From an optimization exercise on the open Yosys and OpenROAD flow, aimed at small area; shortcuts taken in it are not production practice. At most, simulation tests tie the RTL to the original design; equivalence was not proved. The clock port is modelled as an ideal driver, which makes a skipped or thinned clock tree look cheaper than it is; a real chip needs a root buffer or a tree. No activity file was given, so power comes from the tool's default toggle rates.

// op_code
module op_code(
    input clk, reset_p,
    input [3:0] key_value,
    input key_valid,
    output [63:0] result_bcd,
    output [15:0] led
);
==> flow/config.mk <==
export PLATFORM = sky130hd
export DESIGN_NAME = op_code
export DESIGN_NICKNAME = op_code
export VERILOG_FILES = /design/flow/design.v
export SDC_FILE = /design/flow/constraint.sdc
export NUM_CORES = 8
export LEC_CHECK = 0
export CAP_MARGIN = 20
export CORE_MARGIN = 2
export CORE_UTILIZATION = 40
export CTS_BUF_LIST = sky130_fd_sc_hd__clkbuf_8
export CTS_CLUSTER_SIZE = 20
export SLEW_MARGIN = 20
==> flow/constraint.sdc <==
create_clock -name core_clock -period 320.0 [get_ports {clk}]
set_input_delay 64.0000 -clock core_clock [delete_from_list [all_inputs] [get_ports {clk}]]
set_output_delay 64.0000 -clock core_clock [all_outputs]
set_load 0.01 [all_outputs]
standard.sh (not shown) runs the stock make flow with config.mk's settings and CLKGATE_MAP_FILE= SYNTH_SCRIPT=/design/flow/synth_recipe.tcl, a recipe that flattens the netlist after the stock synthesis.
==> flow/flow/run.sh <==
#!/bin/bash
# Own layout flow: the standard ORFS flow (standard.sh) with these changes
#  - synthesis maps the logic with an area-oriented ABC script (flow/abc.script);
#    registers are mapped before ABC runs, so they are the standard synthesis's
#  - extra ORFS variables from flow/make_args (one NAME=value per line), e.g.
#    the port buffer cell and the clock tree options
# Each tool's full output is in orfs/logs/...; make's own output is in flow.log.
set -euo pipefail
W=$PWD
rm -rf "$W/scripts_mod"
cp -r "$FLOW_HOME/scripts" "$W/scripts_mod"
cp "$W/flow/abc.script" "$W/scripts_mod/abc_speed.script"
args=("SCRIPTS_DIR=$W/scripts_mod")
if [[ -f "$W/flow/make_args" ]]; then
  while IFS= read -r line; do
    [[ -n "$line" && "$line" != \#* ]] && args+=("$line")
  done < "$W/flow/make_args"
fi
bash "$W/standard.sh" "${args[@]}" finish > "$W/flow.log" 2>&1
==> flow/flow/make_args <==
BUFFER_PORTS_ARGS=-buffer_cell sky130_fd_sc_hd__buf_1
DONT_USE_CELLS=sky130_fd_sc_hd__probe_p_8 sky130_fd_sc_hd__probec_p_8 sky130_fd_sc_hd__lpflow_bleeder_1 sky130_fd_sc_hd__lpflow_clkbufkapwr_1 sky130_fd_sc_hd__lpflow_clkbufkapwr_16 sky130_fd_sc_hd__lpflow_clkbufkapwr_2 sky130_fd_sc_hd__lpflow_clkbufkapwr_4 sky130_fd_sc_hd__lpflow_clkbufkapwr_8 sky130_fd_sc_hd__lpflow_clkinvkapwr_1 sky130_fd_sc_hd__lpflow_clkinvkapwr_16 sky130_fd_sc_hd__lpflow_clkinvkapwr_2 sky130_fd_sc_hd__lpflow_clkinvkapwr_4 sky130_fd_sc_hd__lpflow_clkinvkapwr_8 sky130_fd_sc_hd__lpflow_decapkapwr_12 sky130_fd_sc_hd__lpflow_decapkapwr_3 sky130_fd_sc_hd__lpflow_decapkapwr_4 sky130_fd_sc_hd__lpflow_decapkapwr_6 sky130_fd_sc_hd__lpflow_decapkapwr_8 sky130_fd_sc_hd__lpflow_inputiso0n_1 sky130_fd_sc_hd__lpflow_inputiso0p_1 sky130_fd_sc_hd__lpflow_inputiso1n_1 sky130_fd_sc_hd__lpflow_inputiso1p_1 sky130_fd_sc_hd__lpflow_inputisolatch_1 sky130_fd_sc_hd__lpflow_isobufsrc_1 sky130_fd_sc_hd__lpflow_isobufsrc_16 sky130_fd_sc_hd__lpflow_isobufsrc_2 sky130_fd_sc_hd__lpflow_isobufsrc_4 sky130_fd_sc_hd__lpflow_isobufsrc_8 sky130_fd_sc_hd__lpflow_isobufsrckapwr_16 sky130_fd_sc_hd__lpflow_lsbuf_lh_hl_isowell_tap_1 sky130_fd_sc_hd__lpflow_lsbuf_lh_hl_isowell_tap_2 sky130_fd_sc_hd__lpflow_lsbuf_lh_hl_isowell_tap_4 sky130_fd_sc_hd__lpflow_lsbuf_lh_isowell_4 sky130_fd_sc_hd__lpflow_lsbuf_lh_isowell_tap_1 sky130_fd_sc_hd__lpflow_lsbuf_lh_isowell_tap_2 sky130_fd_sc_hd__lpflow_lsbuf_lh_isowell_tap_4 sky130_fd_sc_hd__fill_1 sky130_fd_sc_hd__fill_2 sky130_fd_sc_hd__fill_4 sky130_fd_sc_hd__fill_8  sky130_fd_sc_hd__buf_6 sky130_fd_sc_hd__buf_8 sky130_fd_sc_hd__buf_12 sky130_fd_sc_hd__buf_16 sky130_fd_sc_hd__bufinv_8 sky130_fd_sc_hd__bufinv_16 sky130_fd_sc_hd__inv_6 sky130_fd_sc_hd__inv_8 sky130_fd_sc_hd__inv_12 sky130_fd_sc_hd__inv_16 sky130_fd_sc_hd__clkinv_8 sky130_fd_sc_hd__clkinv_16 sky130_fd_sc_hd__clkinvlp_4
Other scripts of this flow, unchanged in this note and not shown: flow/flow/abc.script
The first run ran to the end with no violations.
Edit:
==> flow/flow/make_args (replaced) <==
BUFFER_PORTS_ARGS=-buffer_cell sky130_fd_sc_hd__buf_1
DONT_USE_CELLS=sky130_fd_sc_hd__probe_p_8 sky130_fd_sc_hd__probec_p_8 sky130_fd_sc_hd__lpflow_bleeder_1 sky130_fd_sc_hd__lpflow_clkbufkapwr_1 sky130_fd_sc_hd__lpflow_clkbufkapwr_16 sky130_fd_sc_hd__lpflow_clkbufkapwr_2 sky130_fd_sc_hd__lpflow_clkbufkapwr_4 sky130_fd_sc_hd__lpflow_clkbufkapwr_8 sky130_fd_sc_hd__lpflow_clkinvkapwr_1 sky130_fd_sc_hd__lpflow_clkinvkapwr_16 sky130_fd_sc_hd__lpflow_clkinvkapwr_2 sky130_fd_sc_hd__lpflow_clkinvkapwr_4 sky130_fd_sc_hd__lpflow_clkinvkapwr_8 sky130_fd_sc_hd__lpflow_decapkapwr_12 sky130_fd_sc_hd__lpflow_decapkapwr_3 sky130_fd_sc_hd__lpflow_decapkapwr_4 sky130_fd_sc_hd__lpflow_decapkapwr_6 sky130_fd_sc_hd__lpflow_decapkapwr_8 sky130_fd_sc_hd__lpflow_inputiso0n_1 sky130_fd_sc_hd__lpflow_inputiso0p_1 sky130_fd_sc_hd__lpflow_inputiso1n_1 sky130_fd_sc_hd__lpflow_inputiso1p_1 sky130_fd_sc_hd__lpflow_inputisolatch_1 sky130_fd_sc_hd__lpflow_isobufsrc_1 sky130_fd_sc_hd__lpflow_isobufsrc_16 sky130_fd_sc_hd__lpflow_isobufsrc_2 sky130_fd_sc_hd__lpflow_isobufsrc_4 sky130_fd_sc_hd__lpflow_isobufsrc_8 sky130_fd_sc_hd__lpflow_isobufsrckapwr_16 sky130_fd_sc_hd__lpflow_lsbuf_lh_hl_isowell_tap_1 sky130_fd_sc_hd__lpflow_lsbuf_lh_hl_isowell_tap_2 sky130_fd_sc_hd__lpflow_lsbuf_lh_hl_isowell_tap_4 sky130_fd_sc_hd__lpflow_lsbuf_lh_isowell_4 sky130_fd_sc_hd__lpflow_lsbuf_lh_isowell_tap_1 sky130_fd_sc_hd__lpflow_lsbuf_lh_isowell_tap_2 sky130_fd_sc_hd__lpflow_lsbuf_lh_isowell_tap_4 sky130_fd_sc_hd__fill_1 sky130_fd_sc_hd__fill_2 sky130_fd_sc_hd__fill_4 sky130_fd_sc_hd__fill_8  sky130_fd_sc_hd__buf_6 sky130_fd_sc_hd__buf_8 sky130_fd_sc_hd__buf_12 sky130_fd_sc_hd__buf_16 sky130_fd_sc_hd__bufinv_8 sky130_fd_sc_hd__bufinv_16 sky130_fd_sc_hd__inv_6 sky130_fd_sc_hd__inv_8 sky130_fd_sc_hd__inv_12 sky130_fd_sc_hd__inv_16 sky130_fd_sc_hd__clkinv_8 sky130_fd_sc_hd__clkinv_16 sky130_fd_sc_hd__clkinvlp_4
CTS_ARGS=-sink_clustering_enable -repair_clock_nets -buf_list sky130_fd_sc_hd__clkbuf_8 -sink_clustering_size 20 -dont_use_dummy_load
--- a/flow/config.mk
+++ b/flow/config.mk
@@ -9,3 +9,3 @@
 export CORE_MARGIN = 2
-export CORE_UTILIZATION = 40
+export CORE_UTILIZATION = 60
 export CTS_BUF_LIST = sky130_fd_sc_hd__clkbuf_8
First-iteration DRC count rose by a quarter to a third.
Wire length falls slightly.
Clock skew falls by 0.0061 ns.
Edit:
--- a/flow/config.mk
+++ b/flow/config.mk
@@ -9,3 +9,3 @@
 export CORE_MARGIN = 2
-export CORE_UTILIZATION = 60
+export CORE_UTILIZATION = 40
 export CTS_BUF_LIST = sky130_fd_sc_hd__clkbuf_8
Outcome: The changed run went through all stages and came out clean; worst setup slack improved by 0.75 ns; wire length came out higher by 1.9%; total power came out higher by 0.34%; non-clock buffer count came out higher by 1; final cell count came out higher by 8.6%; synthesized area stays the same; design area came out higher by 1.4%; utilization came out lower by 22 points.
No functional check of the RTL was part of any run of this note.

========
build 81:
Another version of the RTL of op_code (not shown whole).
For scale: ~87 I/O pins, about 0.0077 mm^2 of cells after synthesis.
clock: 320.0 ns
lec_check: 0
cap_margin: 20
core_margin: 2
core_utilization: 65
cts_buf_list: sky130_fd_sc_hd__clkbuf_8
cts_cluster_size: 20
slew_margin: 20
==> flow/flow/run.sh <==
#!/bin/bash
# Own layout flow: the standard ORFS flow (standard.sh) with these changes
#  - synthesis maps the logic with an area-oriented ABC script (flow/abc.script);
#    registers are mapped before ABC runs, so they are the standard synthesis's
#  - the clock tree is built by flow/cts_custom.tcl (a root buffer and a few leaf
#    buffers, each driving an equal share of the registers) instead of
#    clock_tree_synthesis; the rest of the CTS step (legalizing, repair) is ORFS's
#  - extra ORFS variables from flow/make_args (one NAME=value per line), e.g.
#    the port buffer cell
# Each tool's full output is in orfs/logs/...; make's own output is in flow.log.
set -euo pipefail
W=$PWD
rm -rf "$W/scripts_mod"
cp -r "$FLOW_HOME/scripts" "$W/scripts_mod"
cp "$W/flow/abc.script" "$W/scripts_mod/abc_speed.script"
grep -q '^log_cmd clock_tree_synthesis {\*}\$cts_args$' "$W/scripts_mod/cts.tcl"
sed -i "s#^log_cmd clock_tree_synthesis {\*}\$cts_args\$#source $W/flow/cts_custom.tcl#" "$W/scripts_mod/cts.tcl"
grep -q "cts_custom.tcl" "$W/scripts_mod/cts.tcl"
args=("SCRIPTS_DIR=$W/scripts_mod")
if [[ -f "$W/flow/make_args" ]]; then
  while IFS= read -r line; do
    [[ -n "$line" && "$line" != \#* ]] && args+=("$line")
  done < "$W/flow/make_args"
fi
bash "$W/standard.sh" "${args[@]}" finish > "$W/flow.log" 2>&1
==> flow/flow/abc.script <==
strash
dch -f
amap
topo
==> flow/flow/cts_custom.tcl <==
# Clock tree built here in place of clock_tree_synthesis: the clock port drives
# one root buffer, which drives LEAVES leaf buffers; the registers are split
# into LEAVES groups of equal size by recursive bisection of their placement,
# and each group is driven by a leaf buffer placed at the group's centre.
set cts_leaves 5
set cts_leaf_cell sky130_fd_sc_hd__clkbuf_16
set cts_root_cell sky130_fd_sc_hd__clkbuf_8

proc cts_bisect { pts n } {
  # split the list of {x y iterm} into n groups of (nearly) equal size
  if { $n <= 1 } { return [list $pts] }
  set xs [lsort -integer [lmap p $pts { lindex $p 0 }]]
  set ys [lsort -integer [lmap p $pts { lindex $p 1 }]]
  set dx [expr { [lindex $xs end] - [lindex $xs 0] }]
  set dy [expr { [lindex $ys end] - [lindex $ys 0] }]
  set idx [expr { $dx >= $dy ? 0 : 1 }]
  set sorted [lsort -integer -index $idx $pts]
  set n1 [expr { $n / 2 }]
  set k [expr { int(round([llength $sorted] * double($n1) / $n)) }]
  return [concat [cts_bisect [lrange $sorted 0 [expr { $k - 1 }]] $n1] \
                 [cts_bisect [lrange $sorted $k end] [expr { $n - $n1 }]]]
}

set cts_block [ord::get_db_block]
set cts_db [ord::get_db]
set cts_clk [$cts_block findNet clk]
set cts_pts {}
foreach it [$cts_clk getITerms] {
  set inst [$it getInst]
  set bb [$inst getBBox]
  lappend cts_pts [list [expr { ([$bb xMin] + [$bb xMax]) / 2 }] \
                        [expr { ([$bb yMin] + [$bb yMax]) / 2 }] $it]
}
puts "custom cts: [llength $cts_pts] sinks, $cts_leaves leaves"

set rootm [$cts_db findMaster $cts_root_cell]
set leafm [$cts_db findMaster $cts_leaf_cell]
set root_net [odb::dbNet_create $cts_block clknet_root]
$root_net setSigType CLOCK
set root [odb::dbInst_create $cts_block $rootm clkbuf_root]
[$root findITerm A] connect $cts_clk
[$root findITerm X] connect $root_net

set sx 0; set sy 0; set nl 0
set i 0
foreach grp [cts_bisect $cts_pts $cts_leaves] {
  set gx 0; set gy 0
  foreach p $grp { incr gx [lindex $p 0]; incr gy [lindex $p 1] }
  set gx [expr { $gx / [llength $grp] }]
  set gy [expr { $gy / [llength $grp] }]
  set net [odb::dbNet_create $cts_block clknet_leaf_$i]
  $net setSigType CLOCK
  set buf [odb::dbInst_create $cts_block $leafm clkbuf_leaf_$i]
  $buf setLocation [expr { $gx - [$leafm getWidth] / 2 }] [expr { $gy - [$leafm getHeight] / 2 }]
  $buf setPlacementStatus PLACED
  [$buf findITerm A] connect $root_net
  [$buf findITerm X] connect $net
  foreach p $grp {
    set it [lindex $p 2]
    $it disconnect
    $it connect $net
  }
  puts "custom cts: leaf $i at ($gx, $gy) drives [llength $grp] sinks"
  incr sx $gx; incr sy $gy; incr nl
  incr i
}
$root setLocation [expr { $sx / $nl - [$rootm getWidth] / 2 }] [expr { $sy / $nl - [$rootm getHeight] / 2 }]
$root setPlacementStatus PLACED
global_connect
Other scripts of this flow, unchanged in this note and not shown: flow/flow/make_args
Build 81 has completed all stages; timing, DRC and antenna checks passed.
diff inputs: build 81 => build 25
# build 81
export LEC_CHECK = 0
export CAP_MARGIN = 20
export CORE_MARGIN = 2
export CORE_UTILIZATION = 65
export CTS_BUF_LIST = sky130_fd_sc_hd__clkbuf_8
export CTS_CLUSTER_SIZE = 20
export SLEW_MARGIN = 20
create_clock -name core_clock -period 320.0 [get_ports {clk}]
# build 25
export LEC_CHECK = 0
export CAP_MARGIN = 20
export CORE_MARGIN = 2
export CORE_UTILIZATION = 75
export SLEW_MARGIN = 20
create_clock -name core_clock -period 320.0 [get_ports {clk}]
==> flow/flow/abc.script <==
strash
balance
rewrite -z
refactor -z
rewrite -z
resub -K 8 -z
rewrite -z
dch -f
amap -F 10 -C 3000
topo
--- a/flow/flow/cts_custom.tcl
+++ b/flow/flow/cts_custom.tcl
@@ -5,2 +5,2 @@
-set cts_leaves 5
-set cts_leaf_cell sky130_fd_sc_hd__clkbuf_16
+set cts_leaves 10
+set cts_leaf_cell sky130_fd_sc_hd__clkbuf_8
Notes after the runs:
Build 25: full flow OK, the timing, design-rule and antenna checks passed
Diff build 81 -> build 25 | post-synthesis net count | down by a few percent
Fill cell instance count of the final layout sits lower in build 25 than in build 81.
Build 25 gives less power consumed by sequential cells than build 81 did.
Looking at design area across build 25 and build 81, the one that comes out lower is build 25.
What build 90 does differently from build 25 at the input level:
# build 25
export LEC_CHECK = 0
export CAP_MARGIN = 20
export CORE_MARGIN = 2
export CORE_UTILIZATION = 75
export SLEW_MARGIN = 20
create_clock -name core_clock -period 320.0 [get_ports {clk}]
# build 90
export LEC_CHECK = 0
export CAP_MARGIN = 20
export CORE_MARGIN = 2
export CORE_UTILIZATION = 40
export CTS_BUF_LIST = sky130_fd_sc_hd__clkbuf_8
export CTS_CLUSTER_SIZE = 20
export SLEW_MARGIN = 20
create_clock -name core_clock -period 320.0 [get_ports {clk}]
==> flow/flow/abc.script <==
strash
dch -f
amap
topo
--- a/flow/flow/cts_custom.tcl
+++ b/flow/flow/cts_custom.tcl
@@ -5 +5 @@
-set cts_leaves 10
+set cts_leaves 8
## What came out
Compared with build 25, in build 90 utilization lower, total I/O pin count roughly the same. From build 25 to build 90 the numbers moved as follows: final cell count without fillers moved up, register clock-pin slew on the reported worst setup and hold paths went up, routed metal-1 wire length went up by about 19%. Build 90 vs build 25 — power attributed to combinational cells rose about 15%. Build 90: via count lower than build 25. Global-route wire length before repair of build 90 falls short of that of build 25 by a few percent. Diff build 25 -> build 90 | area overhead of the layout relative to synthesis | increase of 1.1 points.
#### Input delta (build 61 over build 90)
--- a/flow/flow/cts_custom.tcl
+++ b/flow/flow/cts_custom.tcl
@@ -5 +5 @@
-set cts_leaves 8
+set cts_leaves 9
==> run summary <==
- [diff] power, build 61 relative to build 90: regression
- Going from build 90 to build 61, the average wire per standard cell was found to have gone up by 0.49%.
- Worst setup slack after layout delta (build 61 − build 90): favourable
- When build 61 is measured against build 90, its maximum vdd drop turns out about 0.55% higher.
- Taking build 90 as the reference, in build 61 sequential share of layout area was more or less identical, met3 routed wirelength went up by 8.3%, via count was more or less identical.
- Compared build 90 against build 61; met3 track demand over resource within noise.
- Going from build 90 to build 61, wire length of the first global-routing pass grew slightly.
In every run of this note, the design's own scripts or RTL, not TritonCTS, make the clock network.

## port drivers added, routing unchanged
No port has a modelled driver above. Below, the same layouts with a new extraction and two added sets of constraints. Step 1, drivers: a clkbuf_16 drives clk and a buf_2 each remaining input, both assumed. Step 2 adds t to the input delays and takes it off the output delays; t is the mean of the earliest and latest rising clock arrival at the registers after step 1. Input paths then give back, and output paths get back, about the clock's delay inside the block. Three values: no drivers, after step 1, after step 2; two values: the first two.
run	t (ns)	setup WS [ns]	worst data-port slew with drivers (ns)	pins driven straight from the clock port
the first run of note 1	0.484	235.480 / 235.499 / 235.015	0.04	1
the second run of note 1	0.473	234.710 / 234.722 / 234.249	0.03	1
the third run of note 1	0.482	235.465 / 235.483 / 235.002	0.04	1
build 81	0.434	235.377 / 235.391 / 234.957	0.03	1
build 25	0.450	236.057 / 236.068 / 235.618	0.03	1
build 90	0.442	235.710 / 235.727 / 235.285	0.03	1
build 61	0.468	235.719 / 235.736 / 235.268	0.03	1
After both steps setup and hold are still met in every run listed. For the first run of note 1, which loses most, drivers alone change the setup slack by +0.019 ns; drivers and shift together by -0.465 ns.
